Background: an optimization exercise with open tools, aiming at small area and a short achievable clock period. Do not read the settings as production practice.
Function not checked in this run: the RTL went through the layout flow alone.

**flow/run.sh**
```bash
#!/bin/bash
# synth_recipe.tcl (not shown) runs the flow's synth.tcl, then flattens the netlist and writes it again
# the make line also repeats each setting of config.mk as NAME=value (left out here)
make -C /OpenROAD-flow-scripts/flow DESIGN_CONFIG=/design/flow/config.mk WORK_HOME=/design/flow/orfs CLKGATE_MAP_FILE= SYNTH_SCRIPT=/design/flow/synth_recipe.tcl finish
```
**flow/config.mk**
```make
export PLATFORM = sky130hd
export DESIGN_NAME = square_extractor
export DESIGN_NICKNAME = square_extractor
export VERILOG_FILES = /design/flow/design.v
export SDC_FILE = /design/flow/constraint.sdc
export NUM_CORES = 8
export LEC_CHECK = 0
export ABC_AREA = 1
export CAP_MARGIN = 20
export CORE_MARGIN = 2
export CORE_UTILIZATION = 40
export CTS_CLUSTER_DIAMETER = 60
export CTS_CLUSTER_SIZE = 30
export SETUP_SLACK_MARGIN = 3
export SLEW_MARGIN = 20
```
**flow/constraint.sdc**
```tcl
create_clock -name core_clock -period 5.5 [get_ports {clk}]
set_input_delay 1.1000 -clock core_clock [delete_from_list [all_inputs] [get_ports {clk}]]
set_output_delay 1.1000 -clock core_clock [all_outputs]
set_load 0.01 [all_outputs]
```
**flow/design.v**
```verilog
module square_cell #(
	parameter J = 1
)(
	input  [J:0]   r,      
	input  [J-1:0] qn,     
	input  [1:0]   b,      
	output [J+1:0] nr,
	output [J:0]   nqn
);
	wire [J+2:0] d = {r, b} + {1'b1, qn, 2'b11};
	wire ge = ~d[J+2];
	assign nqn = {qn, ~ge};
	assign nr = ge ? d[J+1:0] : {r[J-1:0], b};
endmodule
module square_cell4 #(
	parameter J = 1
)(
	input  [J:0]   r,      
	input  [J-1:0] qn,     
	input  [3:0]   b,      
	output [J+2:0] nr,
	output [J+1:0] nqn
);
	wire [J+5:0] t = {1'b0, r, b};
	wire [J+5:0] d1 = t + {3'b111, qn, 3'b111};             
	wire [J+5:0] d2 = t + {2'b11, qn, 4'b1100};             
	wire [J+5:0] d3 = t + {3'b111, qn, 3'b000} + {2'b11, qn, 4'b1111};  
	wire ge1 = ~d1[J+5];
	wire ge2 = ~d2[J+5];
	wire ge3 = ~d3[J+5];
	assign nqn = {qn, ~ge2, ~((ge1 & ~ge2) | ge3)};
	assign nr = ge3 ? d3[J+2:0] : ge2 ? d2[J+2:0] : ge1 ? d1[J+2:0] : t[J+2:0];
endmodule
module square_extractor #(
	parameter WIDTH = 32
)(
	input clk,     
	input rst_n,   
	input din_valid,
	input [2 * WIDTH - 1:0]radicand,
	output dout_valid,
	output [WIDTH - 1:0]dout,
	output [2 * WIDTH - 1:0]remainder
);
	reg [2:0] qn3;
	reg [3:0] r3;
	always @(*)
		case (radicand[63:58])
			6'd0: begin qn3 = 3'd7; r3 = 4'd0; end
			6'd1: begin qn3 = 3'd6; r3 = 4'd0; end
			6'd2: begin qn3 = 3'd6; r3 = 4'd1; end
			6'd3: begin qn3 = 3'd6; r3 = 4'd2; end
			6'd4: begin qn3 = 3'd5; r3 = 4'd0; end
			6'd5: begin qn3 = 3'd5; r3 = 4'd1; end
			6'd6: begin qn3 = 3'd5; r3 = 4'd2; end
			6'd7: begin qn3 = 3'd5; r3 = 4'd3; end
			6'd8: begin qn3 = 3'd5; r3 = 4'd4; end
			6'd9: begin qn3 = 3'd4; r3 = 4'd0; end
			6'd10: begin qn3 = 3'd4; r3 = 4'd1; end
			6'd11: begin qn3 = 3'd4; r3 = 4'd2; end
			6'd12: begin qn3 = 3'd4; r3 = 4'd3; end
			6'd13: begin qn3 = 3'd4; r3 = 4'd4; end
			6'd14: begin qn3 = 3'd4; r3 = 4'd5; end
			6'd15: begin qn3 = 3'd4; r3 = 4'd6; end
			6'd16: begin qn3 = 3'd3; r3 = 4'd0; end
			6'd17: begin qn3 = 3'd3; r3 = 4'd1; end
			6'd18: begin qn3 = 3'd3; r3 = 4'd2; end
			6'd19: begin qn3 = 3'd3; r3 = 4'd3; end
			6'd20: begin qn3 = 3'd3; r3 = 4'd4; end
			6'd21: begin qn3 = 3'd3; r3 = 4'd5; end
			6'd22: begin qn3 = 3'd3; r3 = 4'd6; end
			6'd23: begin qn3 = 3'd3; r3 = 4'd7; end
			6'd24: begin qn3 = 3'd3; r3 = 4'd8; end
			6'd25: begin qn3 = 3'd2; r3 = 4'd0; end
			6'd26: begin qn3 = 3'd2; r3 = 4'd1; end
			6'd27: begin qn3 = 3'd2; r3 = 4'd2; end
			6'd28: begin qn3 = 3'd2; r3 = 4'd3; end
			6'd29: begin qn3 = 3'd2; r3 = 4'd4; end
			6'd30: begin qn3 = 3'd2; r3 = 4'd5; end
			6'd31: begin qn3 = 3'd2; r3 = 4'd6; end
			6'd32: begin qn3 = 3'd2; r3 = 4'd7; end
			6'd33: begin qn3 = 3'd2; r3 = 4'd8; end
			6'd34: begin qn3 = 3'd2; r3 = 4'd9; end
			6'd35: begin qn3 = 3'd2; r3 = 4'd10; end
			6'd36: begin qn3 = 3'd1; r3 = 4'd0; end
			6'd37: begin qn3 = 3'd1; r3 = 4'd1; end
			6'd38: begin qn3 = 3'd1; r3 = 4'd2; end
			6'd39: begin qn3 = 3'd1; r3 = 4'd3; end
			6'd40: begin qn3 = 3'd1; r3 = 4'd4; end
			6'd41: begin qn3 = 3'd1; r3 = 4'd5; end
			6'd42: begin qn3 = 3'd1; r3 = 4'd6; end
			6'd43: begin qn3 = 3'd1; r3 = 4'd7; end
			6'd44: begin qn3 = 3'd1; r3 = 4'd8; end
			6'd45: begin qn3 = 3'd1; r3 = 4'd9; end
			6'd46: begin qn3 = 3'd1; r3 = 4'd10; end
			6'd47: begin qn3 = 3'd1; r3 = 4'd11; end
			6'd48: begin qn3 = 3'd1; r3 = 4'd12; end
			6'd49: begin qn3 = 3'd0; r3 = 4'd0; end
			6'd50: begin qn3 = 3'd0; r3 = 4'd1; end
			6'd51: begin qn3 = 3'd0; r3 = 4'd2; end
			6'd52: begin qn3 = 3'd0; r3 = 4'd3; end
			6'd53: begin qn3 = 3'd0; r3 = 4'd4; end
			6'd54: begin qn3 = 3'd0; r3 = 4'd5; end
			6'd55: begin qn3 = 3'd0; r3 = 4'd6; end
			6'd56: begin qn3 = 3'd0; r3 = 4'd7; end
			6'd57: begin qn3 = 3'd0; r3 = 4'd8; end
			6'd58: begin qn3 = 3'd0; r3 = 4'd9; end
			6'd59: begin qn3 = 3'd0; r3 = 4'd10; end
			6'd60: begin qn3 = 3'd0; r3 = 4'd11; end
			6'd61: begin qn3 = 3'd0; r3 = 4'd12; end
			6'd62: begin qn3 = 3'd0; r3 = 4'd13; end
			6'd63: begin qn3 = 3'd0; r3 = 4'd14; end
			default: begin qn3 = 3'd0; r3 = 4'd0; end
		endcase
	wire [57:0] x3 = radicand[57:0];
	reg v_s0;
	reg [2:0] qn_s0;
	reg [3:0] r_s0;
	reg [57:0] x_s0;
	always @(posedge clk or negedge rst_n)
		if (!rst_n) v_s0 <= 1'b0;
		else v_s0 <= din_valid;
	always @(posedge clk) begin qn_s0 <= qn3; r_s0 <= r3; x_s0 <= x3; end
	wire [4:0] qn5;
	wire [5:0] r5;
	square_cell4 #(.J(3)) u_step3 (.r(r_s0), .qn(qn_s0), .b(x_s0[57:54]), .nr(r5), .nqn(qn5));
	wire [53:0] x5 = x_s0[53:0];
	reg v_s1;
	reg [4:0] qn_s1;
	reg [5:0] r_s1;
	reg [53:0] x_s1;
	always @(posedge clk or negedge rst_n)
		if (!rst_n) v_s1 <= 1'b0;
		else v_s1 <= v_s0;
	always @(posedge clk) begin qn_s1 <= qn5; r_s1 <= r5; x_s1 <= x5; end
	wire [6:0] qn7;
	wire [7:0] r7;
	square_cell4 #(.J(5)) u_step5 (.r(r_s1), .qn(qn_s1), .b(x_s1[53:50]), .nr(r7), .nqn(qn7));
	wire [49:0] x7 = x_s1[49:0];
	reg v_s2;
	reg [6:0] qn_s2;
	reg [7:0] r_s2;
	reg [49:0] x_s2;
	always @(posedge clk or negedge rst_n)
		if (!rst_n) v_s2 <= 1'b0;
		else v_s2 <= v_s1;
	always @(posedge clk) begin qn_s2 <= qn7; r_s2 <= r7; x_s2 <= x7; end
	wire [8:0] qn9;
	wire [9:0] r9;
	square_cell4 #(.J(7)) u_step7 (.r(r_s2), .qn(qn_s2), .b(x_s2[49:46]), .nr(r9), .nqn(qn9));
	wire [45:0] x9 = x_s2[45:0];
	reg v_s3;
	reg [8:0] qn_s3;
	reg [9:0] r_s3;
	reg [45:0] x_s3;
	always @(posedge clk or negedge rst_n)
		if (!rst_n) v_s3 <= 1'b0;
		else v_s3 <= v_s2;
	always @(posedge clk) begin qn_s3 <= qn9; r_s3 <= r9; x_s3 <= x9; end
	wire [9:0] qn10;
	wire [10:0] r10;
	square_cell #(.J(9)) u_step9 (.r(r_s3), .qn(qn_s3), .b(x_s3[45:44]), .nr(r10), .nqn(qn10));
	wire [43:0] x10 = x_s3[43:0];
	reg v_s4;
	reg [9:0] qn_s4;
	reg [10:0] r_s4;
	reg [43:0] x_s4;
	always @(posedge clk or negedge rst_n)
		if (!rst_n) v_s4 <= 1'b0;
		else v_s4 <= v_s3;
	always @(posedge clk) begin qn_s4 <= qn10; r_s4 <= r10; x_s4 <= x10; end
	wire [10:0] qn11;
	wire [11:0] r11;
	square_cell #(.J(10)) u_step10 (.r(r_s4), .qn(qn_s4), .b(x_s4[43:42]), .nr(r11), .nqn(qn11));
	wire [41:0] x11 = x_s4[41:0];
	reg v_s5;
	reg [10:0] qn_s5;
	reg [11:0] r_s5;
	reg [41:0] x_s5;
	always @(posedge clk or negedge rst_n)
		if (!rst_n) v_s5 <= 1'b0;
		else v_s5 <= v_s4;
	always @(posedge clk) begin qn_s5 <= qn11; r_s5 <= r11; x_s5 <= x11; end
	wire [11:0] qn12;
	wire [12:0] r12;
	square_cell #(.J(11)) u_step11 (.r(r_s5), .qn(qn_s5), .b(x_s5[41:40]), .nr(r12), .nqn(qn12));
	wire [39:0] x12 = x_s5[39:0];
	reg v_s6;
	reg [11:0] qn_s6;
	reg [12:0] r_s6;
	reg [39:0] x_s6;
	always @(posedge clk or negedge rst_n)
		if (!rst_n) v_s6 <= 1'b0;
		else v_s6 <= v_s5;
	always @(posedge clk) begin qn_s6 <= qn12; r_s6 <= r12; x_s6 <= x12; end
	wire [12:0] qn13;
	wire [13:0] r13;
	square_cell #(.J(12)) u_step12 (.r(r_s6), .qn(qn_s6), .b(x_s6[39:38]), .nr(r13), .nqn(qn13));
	wire [37:0] x13 = x_s6[37:0];
	reg v_s7;
	reg [12:0] qn_s7;
	reg [13:0] r_s7;
	reg [37:0] x_s7;
	always @(posedge clk or negedge rst_n)
		if (!rst_n) v_s7 <= 1'b0;
		else v_s7 <= v_s6;
	always @(posedge clk) begin qn_s7 <= qn13; r_s7 <= r13; x_s7 <= x13; end
	wire [13:0] qn14;
	wire [14:0] r14;
	square_cell #(.J(13)) u_step13 (.r(r_s7), .qn(qn_s7), .b(x_s7[37:36]), .nr(r14), .nqn(qn14));
	wire [35:0] x14 = x_s7[35:0];
	reg v_s8;
	reg [13:0] qn_s8;
	reg [14:0] r_s8;
	reg [35:0] x_s8;
	always @(posedge clk or negedge rst_n)
		if (!rst_n) v_s8 <= 1'b0;
		else v_s8 <= v_s7;
	always @(posedge clk) begin qn_s8 <= qn14; r_s8 <= r14; x_s8 <= x14; end
	wire [14:0] qn15;
	wire [15:0] r15;
	square_cell #(.J(14)) u_step14 (.r(r_s8), .qn(qn_s8), .b(x_s8[35:34]), .nr(r15), .nqn(qn15));
	wire [33:0] x15 = x_s8[33:0];
	reg v_s9;
	reg [14:0] qn_s9;
	reg [15:0] r_s9;
	reg [33:0] x_s9;
	always @(posedge clk or negedge rst_n)
		if (!rst_n) v_s9 <= 1'b0;
		else v_s9 <= v_s8;
	always @(posedge clk) begin qn_s9 <= qn15; r_s9 <= r15; x_s9 <= x15; end
	wire [15:0] qn16;
	wire [16:0] r16;
	square_cell #(.J(15)) u_step15 (.r(r_s9), .qn(qn_s9), .b(x_s9[33:32]), .nr(r16), .nqn(qn16));
	wire [31:0] x16 = x_s9[31:0];
	reg v_s10;
	reg [15:0] qn_s10;
	reg [16:0] r_s10;
	reg [31:0] x_s10;
	always @(posedge clk or negedge rst_n)
		if (!rst_n) v_s10 <= 1'b0;
		else v_s10 <= v_s9;
	always @(posedge clk) begin qn_s10 <= qn16; r_s10 <= r16; x_s10 <= x16; end
	wire [16:0] qn17;
	wire [17:0] r17;
	square_cell #(.J(16)) u_step16 (.r(r_s10), .qn(qn_s10), .b(x_s10[31:30]), .nr(r17), .nqn(qn17));
	wire [29:0] x17 = x_s10[29:0];
	reg v_s11;
	reg [16:0] qn_s11;
	reg [17:0] r_s11;
	reg [29:0] x_s11;
	always @(posedge clk or negedge rst_n)
		if (!rst_n) v_s11 <= 1'b0;
		else v_s11 <= v_s10;
	always @(posedge clk) begin qn_s11 <= qn17; r_s11 <= r17; x_s11 <= x17; end
	wire [17:0] qn18;
	wire [18:0] r18;
	square_cell #(.J(17)) u_step17 (.r(r_s11), .qn(qn_s11), .b(x_s11[29:28]), .nr(r18), .nqn(qn18));
	wire [27:0] x18 = x_s11[27:0];
	reg v_s12;
	reg [17:0] qn_s12;
	reg [18:0] r_s12;
	reg [27:0] x_s12;
	always @(posedge clk or negedge rst_n)
		if (!rst_n) v_s12 <= 1'b0;
		else v_s12 <= v_s11;
	always @(posedge clk) begin qn_s12 <= qn18; r_s12 <= r18; x_s12 <= x18; end
	wire [18:0] qn19;
	wire [19:0] r19;
	square_cell #(.J(18)) u_step18 (.r(r_s12), .qn(qn_s12), .b(x_s12[27:26]), .nr(r19), .nqn(qn19));
	wire [25:0] x19 = x_s12[25:0];
	reg v_s13;
	reg [18:0] qn_s13;
	reg [19:0] r_s13;
	reg [25:0] x_s13;
	always @(posedge clk or negedge rst_n)
		if (!rst_n) v_s13 <= 1'b0;
		else v_s13 <= v_s12;
	always @(posedge clk) begin qn_s13 <= qn19; r_s13 <= r19; x_s13 <= x19; end
	wire [19:0] qn20;
	wire [20:0] r20;
	square_cell #(.J(19)) u_step19 (.r(r_s13), .qn(qn_s13), .b(x_s13[25:24]), .nr(r20), .nqn(qn20));
	wire [23:0] x20 = x_s13[23:0];
	reg v_s14;
	reg [19:0] qn_s14;
	reg [20:0] r_s14;
	reg [23:0] x_s14;
	always @(posedge clk or negedge rst_n)
		if (!rst_n) v_s14 <= 1'b0;
		else v_s14 <= v_s13;
	always @(posedge clk) begin qn_s14 <= qn20; r_s14 <= r20; x_s14 <= x20; end
	wire [20:0] qn21;
	wire [21:0] r21;
	square_cell #(.J(20)) u_step20 (.r(r_s14), .qn(qn_s14), .b(x_s14[23:22]), .nr(r21), .nqn(qn21));
	wire [21:0] x21 = x_s14[21:0];
	reg v_s15;
	reg [20:0] qn_s15;
	reg [21:0] r_s15;
	reg [21:0] x_s15;
	always @(posedge clk or negedge rst_n)
		if (!rst_n) v_s15 <= 1'b0;
		else v_s15 <= v_s14;
	always @(posedge clk) begin qn_s15 <= qn21; r_s15 <= r21; x_s15 <= x21; end
	wire [21:0] qn22;
	wire [22:0] r22;
	square_cell #(.J(21)) u_step21 (.r(r_s15), .qn(qn_s15), .b(x_s15[21:20]), .nr(r22), .nqn(qn22));
	wire [19:0] x22 = x_s15[19:0];
	reg v_s16;
	reg [21:0] qn_s16;
	reg [22:0] r_s16;
	reg [19:0] x_s16;
	always @(posedge clk or negedge rst_n)
		if (!rst_n) v_s16 <= 1'b0;
		else v_s16 <= v_s15;
	always @(posedge clk) begin qn_s16 <= qn22; r_s16 <= r22; x_s16 <= x22; end
	wire [22:0] qn23;
	wire [23:0] r23;
	square_cell #(.J(22)) u_step22 (.r(r_s16), .qn(qn_s16), .b(x_s16[19:18]), .nr(r23), .nqn(qn23));
	wire [17:0] x23 = x_s16[17:0];
	reg v_s17;
	reg [22:0] qn_s17;
	reg [23:0] r_s17;
	reg [17:0] x_s17;
	always @(posedge clk or negedge rst_n)
		if (!rst_n) v_s17 <= 1'b0;
		else v_s17 <= v_s16;
	always @(posedge clk) begin qn_s17 <= qn23; r_s17 <= r23; x_s17 <= x23; end
	wire [23:0] qn24;
	wire [24:0] r24;
	square_cell #(.J(23)) u_step23 (.r(r_s17), .qn(qn_s17), .b(x_s17[17:16]), .nr(r24), .nqn(qn24));
	wire [15:0] x24 = x_s17[15:0];
	reg v_s18;
	reg [23:0] qn_s18;
	reg [24:0] r_s18;
	reg [15:0] x_s18;
	always @(posedge clk or negedge rst_n)
		if (!rst_n) v_s18 <= 1'b0;
		else v_s18 <= v_s17;
	always @(posedge clk) begin qn_s18 <= qn24; r_s18 <= r24; x_s18 <= x24; end
	wire [24:0] qn25;
	wire [25:0] r25;
	square_cell #(.J(24)) u_step24 (.r(r_s18), .qn(qn_s18), .b(x_s18[15:14]), .nr(r25), .nqn(qn25));
	wire [13:0] x25 = x_s18[13:0];
	reg v_s19;
	reg [24:0] qn_s19;
	reg [25:0] r_s19;
	reg [13:0] x_s19;
	always @(posedge clk or negedge rst_n)
		if (!rst_n) v_s19 <= 1'b0;
		else v_s19 <= v_s18;
	always @(posedge clk) begin qn_s19 <= qn25; r_s19 <= r25; x_s19 <= x25; end
	wire [25:0] qn26;
	wire [26:0] r26;
	square_cell #(.J(25)) u_step25 (.r(r_s19), .qn(qn_s19), .b(x_s19[13:12]), .nr(r26), .nqn(qn26));
	wire [11:0] x26 = x_s19[11:0];
	reg v_s20;
	reg [25:0] qn_s20;
	reg [26:0] r_s20;
	reg [11:0] x_s20;
	always @(posedge clk or negedge rst_n)
		if (!rst_n) v_s20 <= 1'b0;
		else v_s20 <= v_s19;
	always @(posedge clk) begin qn_s20 <= qn26; r_s20 <= r26; x_s20 <= x26; end
	wire [26:0] qn27;
	wire [27:0] r27;
	square_cell #(.J(26)) u_step26 (.r(r_s20), .qn(qn_s20), .b(x_s20[11:10]), .nr(r27), .nqn(qn27));
	wire [9:0] x27 = x_s20[9:0];
	reg v_s21;
	reg [26:0] qn_s21;
	reg [27:0] r_s21;
	reg [9:0] x_s21;
	always @(posedge clk or negedge rst_n)
		if (!rst_n) v_s21 <= 1'b0;
		else v_s21 <= v_s20;
	always @(posedge clk) begin qn_s21 <= qn27; r_s21 <= r27; x_s21 <= x27; end
	wire [27:0] qn28;
	wire [28:0] r28;
	square_cell #(.J(27)) u_step27 (.r(r_s21), .qn(qn_s21), .b(x_s21[9:8]), .nr(r28), .nqn(qn28));
	wire [7:0] x28 = x_s21[7:0];
	reg v_s22;
	reg [27:0] qn_s22;
	reg [28:0] r_s22;
	reg [7:0] x_s22;
	always @(posedge clk or negedge rst_n)
		if (!rst_n) v_s22 <= 1'b0;
		else v_s22 <= v_s21;
	always @(posedge clk) begin qn_s22 <= qn28; r_s22 <= r28; x_s22 <= x28; end
	wire [28:0] qn29;
	wire [29:0] r29;
	square_cell #(.J(28)) u_step28 (.r(r_s22), .qn(qn_s22), .b(x_s22[7:6]), .nr(r29), .nqn(qn29));
	wire [5:0] x29 = x_s22[5:0];
	reg v_s23;
	reg [28:0] qn_s23;
	reg [29:0] r_s23;
	reg [5:0] x_s23;
	always @(posedge clk or negedge rst_n)
		if (!rst_n) v_s23 <= 1'b0;
		else v_s23 <= v_s22;
	always @(posedge clk) begin qn_s23 <= qn29; r_s23 <= r29; x_s23 <= x29; end
	wire [29:0] qn30;
	wire [30:0] r30;
	square_cell #(.J(29)) u_step29 (.r(r_s23), .qn(qn_s23), .b(x_s23[5:4]), .nr(r30), .nqn(qn30));
	wire [3:0] x30 = x_s23[3:0];
	reg v_s24;
	reg [29:0] qn_s24;
	reg [30:0] r_s24;
	reg [3:0] x_s24;
	always @(posedge clk or negedge rst_n)
		if (!rst_n) v_s24 <= 1'b0;
		else v_s24 <= v_s23;
	always @(posedge clk) begin qn_s24 <= qn30; r_s24 <= r30; x_s24 <= x30; end
	wire [30:0] qn31;
	wire [31:0] r31;
	square_cell #(.J(30)) u_step30 (.r(r_s24), .qn(qn_s24), .b(x_s24[3:2]), .nr(r31), .nqn(qn31));
	wire [1:0] x31 = x_s24[1:0];
	reg v_s25;
	reg [30:0] qn_s25;
	reg [31:0] r_s25;
	reg [1:0] x_s25;
	always @(posedge clk or negedge rst_n)
		if (!rst_n) v_s25 <= 1'b0;
		else v_s25 <= v_s24;
	always @(posedge clk) begin qn_s25 <= qn31; r_s25 <= r31; x_s25 <= x31; end
	wire [31:0] qn32;
	wire [32:0] r32;
	square_cell #(.J(31)) u_step31 (.r(r_s25), .qn(qn_s25), .b(x_s25[1:0]), .nr(r32), .nqn(qn32));
	reg v_s26;
	reg [31:0] qn_s26;
	reg [32:0] r_s26;
	always @(posedge clk or negedge rst_n)
		if (!rst_n) v_s26 <= 1'b0;
		else v_s26 <= v_s25;
	always @(posedge clk) begin qn_s26 <= qn32; r_s26 <= r32; end
	assign dout_valid = v_s26;
	assign dout = ~qn_s26;
	assign remainder = {31'b0, r_s26};
endmodule
```
==> qor.csv <==
stage,metric,value,unit
outcome,status,"complete, no violations",
yosys,"flops & latches, synth",1782,
cells_and_area,fin util,0.461,
yosys,simple-gate portion of the synthesized area,0.268,
cells_and_area,share of layout cells above drive strength 1,0.0672,
floorplan,DIE AREA,198000,sq um
critical_path,CP Data Required Time,6.14,ns
yosys,mapped cell area,77700,sq um
cells_and_area,Final nets,11000,
floorplan,Row Count,161,
clocking,clock-pin slew on the worst setup and hold paths,0.10,ns
cells_and_area,fillers,19000,
sta,minimum clock period,2.55,ns
yosys,asr flop ratio synth,0.0152,
yosys,share of the synthesized area in the top cell type,0.452,
yosys,synth top area cells,"dfxtp_1, nand2_1, ha_1",
placed_design,Placer Congestion,0.960,
sta,final hold violation count,0,
floorplan,core area,193000,sq um
cells_and_area,final std cells w/o fill,13000,
grt,global route overflow,0,
placed_design,placed insts,12600,
route,Routed WL,230000,um
placed_design,dpl ws,2.46,ns
sta,setup TNS,0,ns
grt,initial antenna violation count,11,
critical_path,CP startpoint,qn_s19[13]$_DFF_P_,
clocking,worst skew pair latency,0.82,ns
critical_path,crit path capture,r_s20[20]$_DFF_P_,
yosys,Compound-Gate Fraction of Synth Area,0.0736,
sta,max-slew violations,0,
sta,FMAX,392,MHz
placed_design,Post-DP Area,81500,sq um
clocking,CTS tree,yes,
clocking,# H-tree levels,4,
critical_path,WP data arrival,3.19,ns
yosys,Synth Area per Inst,7.71,sq um
clocking,clk buf depth,3,
critical_path,FF-to-FF End,r_s20[20]$_DFF_P_,
yosys,largest family of logic cells by synthesized area,simple AND/OR/NAND/NOR gates,
floorplan,die span in x,445,um
yosys,most frequent cell after synthesis,nand2_1,
yosys,Synth area leader,dfxtp_1,
yosys,yosys warns,1,
clocking,root buffer cell,clkbuf_16,
clocking,Num CTS Buffers,145,
yosys,Netlist cell types,52,
grt,largest net degree at the start of global routing,35,
yosys,ys flop type,dfxtp_1,
critical_path,worst-path fanout max,5,
sta,worst hold slack,0.247,ns
yosys,Cells after Synth,10100,
sta,Final setup viols,0,
yosys,adder-cell share of the synthesized area,0.0956,
cells_and_area,post-route cell area,88800,sq um
sta,final worst slack,2.95,ns
route,via count,64500,
clocking,Hold Buf Count CTS,0,
placed_design,port bufs,132,
worst_hold_path,HP Class,in -> async,
yosys,multiplexer share of the synthesized area,0,
yosys,Post-synth top cells,"nand2_1, dfxtp_1, inv_1",
critical_path,CP Launch Type,flop,
yosys,"EDFF count, synth",0,
grt,first-pass GRT wire length,349000,um
route,Post-DRT Antenna Nets,0,
placed_design,Final HPWL DP,179000,um
critical_path,reg-to-reg startpoint,qn_s19[13]$_DFF_P_,
route,drt pass-1 iters,6,
sta,final cycle utilization of the critical path,0.463,
yosys,XOR/XNOR Fraction of Synth Area,0.0353,
critical_path,r2r setup slk,2.95,ns
sta,clk_skew,0.0379,ns
critical_path,Crit Path Class,reg -> reg,
floorplan,top-level I/O count,164,
floorplan,initial core utilization,0.403,
sta,RSZ-0062 raised after global routing,true,
grt,vias in the first global route,62200,
critical_path,reg2reg path depth,10,
cells_and_area,Layout area overhead,14.2,%
route,average vias per placed instance,4.97,
sta,Slew HR,0.333,
grt,gr usage total,0.223,
job,Max Cap Viol,0,
route,1st-iter DRT viols,4640,
yosys,post-synthesis sequential area ratio,0.461,
route,routed length per placed instance,17.8,um
route,DRC viols,0,
sta,worst slew pin tran,0.999,ns
critical_path,CP endpoint kind,flop,
floorplan,Die Y,445,um
clocking,# clock sinks,1782,
area by class of cell:
class                      instances  area (sq um)  area share
antenna                            2          5.00   0.0000564
clock buffer                     163          3940      0.0443
clock inverter                   105          1560      0.0176
inverter                        1131          4250      0.0479
multi-input combinational       7081         38500       0.433
sequential                      1782         35900       0.404
tap                             2526          3160      0.0356
timing repair buffer             179          1500      0.0169
flip-flops by register name, indices dropped and copies added (netlist names), 33 cells and up:
register / count
x_s0: 58
x_s1: 54
x_s2: 50
x_s3: 46
x_s4: 44
x_s5: 42
x_s6: 40
x_s7: 38
x_s8: 36
x_s9: 34
r_s26: 33
worst max-delay path, stage by stage (launching register included):
cell and delay (ns):
dfxtp_1 0.37, ha_1 0.42, nand2_1 0.13, nor2_1 0.19
inv_1 0.08, nor3_1 0.40, nand3_1 0.30, nand4_1 0.18
nand2_1 0.10, nand2_1 0.08, nand2_1 0.14
kinds of logic (layout without fill, tap and decap cells):
kind of cell,after synthesis,in the layout
buffers and inverters,1271,1578
AND/OR/NAND/NOR,5078,5099
adder cells (fa/ha/maj),583,583
other,1,33
flip-flops,1782,1782
XOR/XNOR,313,313
AO/OA/AOI/OAI,1055,1055
routing by layer:
layer	up-vias	track usage	part of all wire
met2	1619	0.366	0.45
met1	29700	0.305	0.47
met3	379	0.0269	0.047
li1	32800	-	-
met5	-	0	0
met4	0	0.0734	0.033
cells in the final DEF (no fill, tap or decap), types with 12 or more instances in the layout:
| cell type | instances |
|---|---|
| nand2_2 | 42 |
| ha_4 | 13 |
| xor2_1 | 240 |
| fa_1 | 18 |
| o21ai_0 | 291 |
| nand3_1 | 685 |
| nor2_2 | 13 |
| a31oi_1 | 12 |
| nand2_8 | 31 |
| clkinv_8 | 16 |
| a21o_1 | 35 |
| ha_1 | 540 |
| nand3b_1 | 12 |
| a21oi_2 | 29 |
| inv_1 | 1127 |
| conb_1 | 31 |
| nor3_1 | 74 |
| buf_4 | 34 |
| o21bai_1 | 63 |
| nand4_1 | 164 |
| a21oi_1 | 523 |
| dfxtp_2 | 61 |
| clkbuf_16 | 153 |
| o21ai_1 | 31 |
| nand3_4 | 19 |
| nand2_1 | 3357 |
| clkdlybuf4s50_1 | 65 |
| nor2_1 | 592 |
| nand3_2 | 17 |
| dfxtp_1 | 1686 |
| buf_2 | 61 |
| inv_8 | 17 |
| xnor2_1 | 72 |
| and2_1 | 28 |
| dfrtp_1 | 27 |
| nand2_4 | 37 |
| ha_2 | 12 |
| o21a_1 | 16 |
how the worst min path moves through the flow:
stage	slack, ns	end	cells past startpoint	start
after floorplan	0.31	x_s10[0]$_DFF_P_	0	x_s9[0]$_DFF_P_
after global placement	0.31	x_s12[4]$_DFF_P_	0	x_s11[4]$_DFF_P_
after detailed placement	0.31	x_s11[19]$_DFF_P_	0	x_s10[19]$_DFF_P_
after CTS	0.31	x_s18[8]$_DFF_P_	0	x_s17[8]$_DFF_P_
after global routing	0.26	v_s26$_DFF_PN0_	1	rst_n
final	0.25	v_s26$_DFF_PN0_	1	rst_n
repair_timing:
action                     CTS  global route
pin swaps                   11            32
setup buffers                7            33
gates resized for setup    399           230
gates cloned                 4            17
setup endpoints to repair  453           466

==> what the ideal ports hide <==
The flow's constraints put no driver on any port. The routed layout listed below was extracted and timed again, unchanged, in two steps.
Step 1 (the two cells are an assumption about what drives the block):
set clk [get_ports {clk}]
set_driving_cell -lib_cell sky130_fd_sc_hd__clkbuf_16 $clk
set_driving_cell -lib_cell sky130_fd_sc_hd__buf_2 [delete_from_list [all_inputs] $clk]
Step 2 also shifts input and output timing later by t, the mid clock arrival at the registers, as if the neighbouring blocks saw the same clock.
a / b / c = no drivers / after step 1 / after step 2; a / b = the first two.
t (ns): 0.891
slack for setup (ns): 2.951 / 2.931 / 2.610
worst hold slack (ns): 0.247 / 0.183 / 0.310
clock arrival spread, ns: 0.057 / 0.056
worst register clock-pin slew, ns: 0.10 / 0.10
After both steps setup and hold are still met in this run. The setup slack of this run moves by -0.020 ns with the drivers and by -0.341 ns with both steps.
